Source: an optimization exercise on an open RTL-to-GDS flow (aim: small area, a short achievable clock period and few clock cycles per item). Production flows keep margins and buffers that such runs may drop. Where RTL was checked, it was by simulation tests only, not by an equivalence proof against the original.

==> flow/design.v (excerpt) <==
module assignment (
    input logic clk,
    input logic NRST,
    input logic start,
    input logic [10:0] A,
    input logic [10:0] B,
    output logic [20:0] result,
    output logic ready
);
Size in the first run: roughly 420 cells after synthesis, roughly 47 I/O pins.
Settings: LEC_CHECK=0, ABC_CLOCK_PERIOD_IN_PS=3000, CAP_MARGIN=20, CORE_MARGIN=2, CORE_UTILIZATION=40, SLEW_MARGIN=20, SYNTH_HIERARCHICAL=1, SYNTH_MINIMUM_KEEP_SIZE=0; clock period 12.5 ns.
standard.sh (not shown) runs the stock make flow with config.mk's settings and CLKGATE_MAP_FILE= SYNTH_SCRIPT=/design/flow/synth_recipe.tcl, a recipe that flattens the netlist after the stock synthesis.
==> flow/flow/run.sh <==
#!/bin/bash
# The standard layout (the standard.sh: ORFS synthesis to final layout),
# with smaller port buffers and no clock-tree dummy loads.
set -euo pipefail
export BUFFER_PORTS_ARGS="-buffer_cell ${PORT_BUF:-sky130_fd_sc_hd__buf_1}"
export CTS_ARGS="-sink_clustering_enable -repair_clock_nets -dont_use_dummy_load"
bash standard.sh > standard.log 2>&1
Change:
--- a/flow/config.mk
+++ b/flow/config.mk
@@ -8 +7,0 @@
-export ABC_CLOCK_PERIOD_IN_PS = 3000
Wire length is unchanged.
Worst setup slack stays the same.
Via count is unchanged.
Clock-buffer cell count does not change.
Critical path depth does not change.
Global-route usage does not change.
Synthesized area stays the same.
Function was not checked in any run of this note: the RTL went through the layout flow alone.

Another version of the RTL of assignment (not shown whole).
Size in the first run: ~430 cells after synthesis, roughly 49 flip-flops, roughly 47 I/O pins, roughly 4600 um^2 of cells after synthesis.
export LEC_CHECK = 0
export CAP_MARGIN = 20
export CORE_MARGIN = 2
export CORE_UTILIZATION = 40
export SLEW_MARGIN = 20
export SYNTH_HIERARCHICAL = 1
export SYNTH_MINIMUM_KEEP_SIZE = 0
create_clock -name core_clock -period 12.5 [get_ports {clk}]
==> flow/flow/run.sh <==
#!/bin/bash
# The standard layout (the standard.sh: ORFS synthesis to final layout),
# with smaller port buffers and no clock-tree dummy loads.
set -euo pipefail
export BUFFER_PORTS_ARGS="-buffer_cell ${PORT_BUF:-sky130_fd_sc_hd__buf_1}"
export CTS_ARGS="-sink_clustering_enable -repair_clock_nets -dont_use_dummy_load -buf_list sky130_fd_sc_hd__clkbuf_8"
bash standard.sh > standard.log 2>&1
Change:
--- a/flow/flow/run.sh
+++ b/flow/flow/run.sh
@@ -5,3 +5,4 @@
 export BUFFER_PORTS_ARGS="-buffer_cell ${PORT_BUF:-sky130_fd_sc_hd__buf_1}"
 export CTS_ARGS="-sink_clustering_enable -repair_clock_nets -dont_use_dummy_load -buf_list sky130_fd_sc_hd__clkbuf_8"
+export SETUP_SLACK_MARGIN=8.7 SETUP_MOVE_SEQUENCE="sizeup,swap" SKIP_GATE_CLONING=1 SKIP_LAST_GASP=1
 bash standard.sh > standard.log 2>&1
Wire length rises by 3.4%.
Setup slack improved by 200 ps.
Worst hold slack hardly moves.
Sequential share of layout area increases by 0.41 points.
Core utilization climbs by 2.4 points.
Final area grows by 5.6%.
Count of clock-buffer cells in the layout stays the same.
Register-to-register slack gains 330 ps.
Change:
==> flow/flow/run.sh (replaced) <==
#!/bin/bash
# The standard layout (the standard.sh: ORFS synthesis to final layout),
# with smaller port buffers, no clock-tree dummy loads, and stronger operand
# flip-flops (flow/post_floorplan.tcl).
set -euo pipefail
here=$(cd "$(dirname "$0")" && pwd)
export BUFFER_PORTS_ARGS="-buffer_cell sky130_fd_sc_hd__buf_1"
export CTS_ARGS="-sink_clustering_enable -repair_clock_nets -dont_use_dummy_load -buf_list sky130_fd_sc_hd__clkbuf_8"
export POST_FLOORPLAN_TCL="$here/post_floorplan.tcl"
export OPERAND_FF_CELL=sky130_fd_sc_hd__dfxtp_4
bash standard.sh > standard.log 2>&1
==> flow/flow/post_floorplan.tcl (new file) <==
# After floorplan: give the operand flip-flops, which drive the partial
# products, a stronger drive (same cell type, larger size).
set block [ord::get_db_block]
foreach inst [$block getInsts] {
  set name [$inst getName]
  set master [[$inst getMaster] getName]
  if {$master eq "sky130_fd_sc_hd__dfxtp_1" &&
      ([string match "a_value*" $name] || [string match "b_mod*" $name])} {
    puts "upsize $name"
    replace_cell $name $::env(OPERAND_FF_CELL)
  }
}
=> Hold slack improves by 4.9 ps; die area is unchanged; sequential cell count is unchanged; wire length came out lower by 3.4%; area after synthesis stays the same; global-route usage fell by 0.65 points; clock-buffer cell count does not change; design area goes down by 3.8%.
No run of this note included a check of the RTL's function; only the layout flow was run.

assignment, a different RTL version from the one above (not shown whole).
For scale: about 490 cells after synthesis, ~44 flip-flops, ~47 I/O pins, about 4600 um2 of cells after synthesis.
## assignment
module assignment (
    input logic clk,
    input logic NRST,
    input logic start,
    input logic [10:0] A,
    input logic [10:0] B,
    output logic [20:0] result,
    output logic ready
);
    logic        busy;
    logic        accept;
    logic [10:0] a_value;
    logic [9:0]  b_mod;
    logic [9:0]  b_mod_next;
    logic [20:0] row0, row1;
    logic pp_0_0;
    logic pp_0_1;
    logic pp_0_2;
    logic pp_0_3;
    logic pp_0_4;
    logic pp_0_5;
    logic pp_0_6;
    logic pp_0_7;
    logic pp_0_8;
    logic pp_0_9;
    logic pp_1_0;
    logic pp_1_1;
    logic pp_1_2;
    logic pp_1_3;
    logic pp_1_4;
    logic pp_1_5;
    logic pp_1_6;
    logic pp_1_7;
    logic pp_1_8;
    logic pp_1_9;
    logic pp_2_0;
    logic pp_2_1;
    logic pp_2_2;
    logic pp_2_3;
    logic pp_2_4;
    logic pp_2_5;
    logic pp_2_6;
    logic pp_2_7;
    logic pp_2_8;
    logic pp_2_9;
    logic pp_3_0;
    logic pp_3_1;
  ...
clock: 12.5 ns
lec_check: 0
cap_margin: 20
core_margin: 2
core_utilization: 40
slew_margin: 20
synth_hierarchical: 1
synth_minimum_keep_size: 0
run.sh (not shown) runs the stock make flow with config.mk's settings and CLKGATE_MAP_FILE= SYNTH_SCRIPT=/design/flow/synth_recipe.tcl, a recipe that flattens the netlist after the stock synthesis.
Stock flow here: none of the scripts above is used.
Testbench counts at the start, summed over its fixed seeds: cycles 3,200, items 1,600.
Rerun with:
==> flow/flow/run.sh (new file) <==
#!/bin/bash
# The standard layout (the standard.sh: ORFS synthesis to final layout),
# with smaller port buffers and no clock-tree dummy loads.
set -euo pipefail
export BUFFER_PORTS_ARGS="-buffer_cell ${PORT_BUF:-sky130_fd_sc_hd__buf_1}"
export CTS_ARGS="-sink_clustering_enable -repair_clock_nets -dont_use_dummy_load"
bash standard.sh > standard.log 2>&1
==> flow/standard.sh (new file) <==
#!/bin/bash
# synth_recipe.tcl (not shown) runs the flow's synth.tcl, then flattens the netlist and writes it again
# the make line also repeats each setting of config.mk as NAME=value (left out here)
make -C /OpenROAD-flow-scripts/flow DESIGN_CONFIG=/design/flow/config.mk WORK_HOME=/design/flow/orfs CLKGATE_MAP_FILE= SYNTH_SCRIPT=/design/flow/synth_recipe.tcl "${@:-finish}"
removed: flow/run.sh
The new run finished with timing, DRC and antenna clean.
Routed wire length went up by a few percent.
Die area stays the same.
Via count went up slightly.
Final area went down by a few percent.
Synthesized cell count does not change.
Hold slack degrades by 4.1 ps.

Setup of run A:
assignment, a different RTL version from the one above (not shown whole).
For scale: about 49 flip-flops, ~47 I/O pins, roughly 0.0044 mm² of cells after synthesis.
Settings: LEC_CHECK=0, CAP_MARGIN=20, CORE_MARGIN=2, CORE_UTILIZATION=85, SLEW_MARGIN=20, SYNTH_HIERARCHICAL=1, SYNTH_MINIMUM_KEEP_SIZE=0; clock period 12.5 ns.
standard.sh (not shown) runs the stock make flow with config.mk's settings and CLKGATE_MAP_FILE= SYNTH_SCRIPT=/design/flow/synth_recipe.tcl, a recipe that flattens the netlist after the stock synthesis.
==> flow/flow/run.sh <==
#!/bin/bash
# The standard layout (the standard.sh: ORFS synthesis to final layout),
# with smaller port buffers and no clock-tree dummy loads.
set -euo pipefail
export BUFFER_PORTS_ARGS="-buffer_cell ${PORT_BUF:-sky130_fd_sc_hd__buf_1}"
export CTS_ARGS="-sink_clustering_enable -repair_clock_nets -dont_use_dummy_load -buf_list sky130_fd_sc_hd__clkbuf_8"
bash standard.sh > standard.log 2>&1
Testbench counts of run A, summed over its fixed seeds: cycles 3,200, items 1,600.
The following lists how run B was set up differently from run A:
Settings: CORE_UTILIZATION now 40, was 85.
diff --git a/flow/flow/run.sh b/flow/flow/run.sh
--- a/flow/flow/run.sh
+++ b/flow/flow/run.sh
@@ -6,0 +7 @@
+export SETUP_SLACK_MARGIN=8.5
Results
Comparing number of non-clock buffers in the layout for run A and run B, the smaller number came from run A. Summary: with run A as the reference, number of cells in the design after placement in run B moved up by more than 10%. Run B — final standard cell area without fillers 9.3% higher, run A as reference. Run B vs run A — final setup slack of the worst path rose 0.20 ns. | die area | run B vs run A | about 100% higher |. The run with more routed wire is run A, not run B. More vias were needed by run A than by run B. Run B reached the end of the flow, and the finished layout is clean on the timing, DRC and antenna checks.
Relative to run B, the following input files were edited for run C:
Settings: a change of CORE_UTILIZATION from 40 to 65.
diff --git a/flow/flow/run.sh b/flow/flow/run.sh
--- a/flow/flow/run.sh
+++ b/flow/flow/run.sh
@@ -7 +6,0 @@
-export SETUP_SLACK_MARGIN=8.5
Notes after the runs:
- Run C: full flow OK, the timing, DRC and antenna checks passed
- STATUS worst hold slack: run C loses against run B
- Going from run B to run C, register-to-register setup slack -0.22 ns; post-route standard cell area excluding fillers down 420 µm²; final setup slack of the worst path now smaller.
- Number of flops mapped to enable cells by yosys of run B is on par with run C.
- Run C against run B; number of ordinary and repair buffers in the finished layout is down by more than a quarter.
- Going from run B to run C, total of buffers placed on input and output ports closely matched the old numbers, number of nets with antenna violations after detailed routing closely matched the old numbers.
The inputs of run D differ from those of run C as listed below.
Settings: PLACE_DENSITY now 0.75, previously not set.
[summary]
- Looking at clock skew, run D sits 0.0040 ns below run C.
- Summary of run D over run C: share of the cycle needed by the critical path after routing held, total of hold buffers inserted after clock tree synthesis flat, smallest hold slack now sits higher, wire length after detailed routing now larger, sequential share of layout area has remained practically unchanged.
- | achievable clock frequency | run D vs run C | ≈ equal |
For run E, these inputs were changed with respect to run D:
Settings: PLACE_DENSITY no longer set, was 0.75; CORE_UTILIZATION now 40, was 65.
diff --git a/flow/flow/run.sh b/flow/flow/run.sh
--- a/flow/flow/run.sh
+++ b/flow/flow/run.sh
@@ -6 +6 @@
-export CTS_ARGS="-sink_clustering_enable -repair_clock_nets -dont_use_dummy_load -buf_list sky130_fd_sc_hd__clkbuf_8"
+export CTS_ARGS="-sink_clustering_enable -repair_clock_nets -dont_use_dummy_load"
### Flow results
Run E completed; timing, DRC and antenna clean
Where total via count after detailed routing is concerned, run D is outperformed by run E.
Area of placed instances went up slightly going from run D to run E.
Relative to run D, the routed length on met3 of run E is lower by 25%.
Run E ended with more fraction of the cycle the final worst path needs than run D.
[compare] base=run D new=run E: number of H-tree branching levels ~0 delta; overall routed net length went up about 3.5%.
Against run D, run E comes in 12% higher on number of cells in the finished layout apart from fillers.

assignment, a different RTL version from the one above (not shown whole).
Size in the first run: roughly 49 flip-flops, about 47 I/O pins.
==> flow/config.mk <==
export PLATFORM = sky130hd
export DESIGN_NAME = assignment
export DESIGN_NICKNAME = assignment
export VERILOG_FILES = /design/flow/design.v
export SDC_FILE = /design/flow/constraint.sdc
export NUM_CORES = 4
export LEC_CHECK = 0
export ABC_CLOCK_PERIOD_IN_PS = 300
export CAP_MARGIN = 20
export CORE_MARGIN = 2
export CORE_UTILIZATION = 40
export SLEW_MARGIN = 20
export SYNTH_HIERARCHICAL = 1
export SYNTH_MINIMUM_KEEP_SIZE = 0
==> flow/constraint.sdc <==
create_clock -name core_clock -period 12.5 [get_ports {clk}]
set_input_delay 2.5000 -clock core_clock [delete_from_list [all_inputs] [get_ports {clk}]]
set_output_delay 2.5000 -clock core_clock [all_outputs]
set_load 0.01 [all_outputs]
==> flow/flow/run.sh <==
#!/bin/bash
# The standard layout (the standard.sh: ORFS synthesis to final layout),
# with smaller port buffers, no clock-tree dummy loads, and stronger operand
# flip-flops (flow/post_floorplan.tcl).
set -euo pipefail
here=$(cd "$(dirname "$0")" && pwd)
export BUFFER_PORTS_ARGS="-buffer_cell sky130_fd_sc_hd__buf_1"
export CTS_ARGS="-sink_clustering_enable -repair_clock_nets -dont_use_dummy_load -buf_list sky130_fd_sc_hd__clkbuf_8"
export POST_FLOORPLAN_TCL="$here/post_floorplan.tcl"
export OPERAND_FF_CELL=sky130_fd_sc_hd__dfxtp_4
bash standard.sh > standard.log 2>&1
==> flow/flow/post_floorplan.tcl <==
# After floorplan: give the operand flip-flops, which drive the partial
# products, a stronger drive (same cell type, larger size).
set block [ord::get_db_block]
foreach inst [$block getInsts] {
  set name [$inst getName]
  set master [[$inst getMaster] getName]
  if {$master eq "sky130_fd_sc_hd__dfxtp_1" &&
      ([string match "a_value*" $name] || [string match "b_mod*" $name])} {
    puts "upsize $name"
    replace_cell $name $::env(OPERAND_FF_CELL)
  }
}
Change:
ABC_CLOCK_PERIOD_IN_PS = 800   (was 300)
The new run finished with timing, DRC and antenna clean. Wire length is unchanged. Clock-buffer cell count does not change.
Change:
ABC_CLOCK_PERIOD_IN_PS = unset   (was 800)
Effect: Area after synthesis does not change. Fmax is unchanged. Cell count does not change.
No run of this note included a check of the RTL's function; only the layout flow was run.

assignment with an RTL version that a note above also has.
Size: about 400 cells after synthesis, roughly 49 flip-flops, about 47 I/O pins.
Design assignment, start of the top module:
module assignment (
    input logic clk,
    input logic NRST,
    input logic start,
    input logic [10:0] A,
    input logic [10:0] B,
    output logic [20:0] result,
    output logic ready
);
export LEC_CHECK = 0
export CAP_MARGIN = 20
export CORE_MARGIN = 2
export CORE_UTILIZATION = 40
export SLEW_MARGIN = 20
export SYNTH_HIERARCHICAL = 1
export SYNTH_MINIMUM_KEEP_SIZE = 0
create_clock -name core_clock -period 12.5 [get_ports {clk}]
==> flow/flow/run.sh <==
#!/bin/bash
# The standard layout (the standard.sh: ORFS synthesis to final layout),
# with smaller port buffers and no clock-tree dummy loads.
set -euo pipefail
export BUFFER_PORTS_ARGS="-buffer_cell ${PORT_BUF:-sky130_fd_sc_hd__buf_1}"
export CTS_ARGS="-sink_clustering_enable -repair_clock_nets -dont_use_dummy_load -sink_clustering_size 60 -sink_clustering_max_diameter 300 -buf_list sky130_fd_sc_hd__clkbuf_16"
bash standard.sh > standard.log 2>&1
Testbench counts at the start, summed over its fixed seeds: cycles 3,200, items 1,600.
Next try:
==> flow/flow/run.sh (replaced) <==
#!/bin/bash
# The standard layout (the standard.sh: ORFS synthesis to final layout),
# with smaller port buffers and no clock-tree dummy loads.
set -euo pipefail
export BUFFER_PORTS_ARGS="-buffer_cell ${PORT_BUF:-sky130_fd_sc_hd__buf_1}"
export CTS_ARGS="-sink_clustering_enable -repair_clock_nets -dont_use_dummy_load -buf_list sky130_fd_sc_hd__clkbuf_8 -sink_clustering_size 30 -sink_clustering_max_diameter 100"
bash standard.sh > standard.log 2>&1
--- a/flow/config.mk
+++ b/flow/config.mk
@@ -9,3 +9,3 @@
 export CORE_MARGIN = 2
-export CORE_UTILIZATION = 40
+export CORE_UTILIZATION = 65
 export SLEW_MARGIN = 20
Outcome:
- worst hold slack gains 0.010 ns
- core utilization increases by 25 points
- sequential share of layout area goes up by 0.71 points
- cell count falls by roughly a tenth
Next try:
==> flow/flow/run.sh (replaced) <==
#!/bin/bash
# The standard layout (the standard.sh: ORFS synthesis to final layout),
# with smaller port buffers and no clock-tree dummy loads.
set -euo pipefail
export BUFFER_PORTS_ARGS="-buffer_cell ${PORT_BUF:-sky130_fd_sc_hd__buf_1}"
export CTS_ARGS="-sink_clustering_enable -repair_clock_nets -dont_use_dummy_load"
export SETUP_SLACK_MARGIN=9
bash standard.sh > standard.log 2>&1
--- a/flow/config.mk
+++ b/flow/config.mk
@@ -9,3 +9,3 @@
 export CORE_MARGIN = 2
-export CORE_UTILIZATION = 65
+export CORE_UTILIZATION = 40
 export SLEW_MARGIN = 20
Cell count went up by 23%.
Global-route usage went down by 6.1 points.
Die area went up by 59%.

==> static timing again, ports no longer ideal <==
In the flow no input, the clock included, has a driving cell. The finished layouts below were timed again as built, in two steps.
Step 1: set_driving_cell puts a clkbuf_16 on clk and a buf_2 on each other input, an assumption about the parent block.
Step 2 adds t to the input delays and takes it off the output delays; t is the mean of the earliest and latest rising clock arrival at the registers after step 1. Input paths then give back, and output paths get back, about the clock's delay inside the block.
a / b / c = no drivers / after step 1 / after step 2; a / b = the first two.
run	t (ns)	slack for setup (ns)	worst data-port slew with drivers (ns)
the first run of note 1	0.322	8.151 / 8.112 / 8.331	0.03
the second run of note 1	0.322	8.151 / 8.112 / 8.331	0.03
the first run of note 2	0.336	8.221 / 8.221 / 8.221	0.04
the second run of note 2	0.336	8.419 / 8.383 / 8.429	0.04
the third run of note 2	0.328	8.371 / 8.338 / 8.343	0.04
the first run of note 3	0.327	7.779 / 7.779 / 7.779	0.03
the second run of note 3	0.323	7.843 / 7.843 / 7.843	0.04
run A	0.330	8.196 / 8.164 / 7.952	0.04
run B	0.332	8.393 / 8.362 / 8.202	0.04
run C	0.323	8.295 / 8.267 / 8.129	0.04
run D	0.324	8.297 / 8.263 / 8.103	0.04
run E	0.328	8.275 / 8.243 / 8.109	0.04
the first run of note 5	0.327	8.348 / 8.315 / 8.365	0.04
the second run of note 5	0.327	8.348 / 8.315 / 8.365	0.04
the third run of note 5	0.327	8.348 / 8.315 / 8.365	0.04
the first run of note 6	0.322	8.289 / 8.252 / 8.097	0.04
the second run of note 6	0.323	8.295 / 8.267 / 8.129	0.04
the third run of note 6	0.327	8.412 / 8.381 / 8.264	0.06
After both steps every run listed still meets setup and hold. The setup slack of run A, which loses most, moves by -0.032 ns with the drivers and by -0.244 ns with both steps.
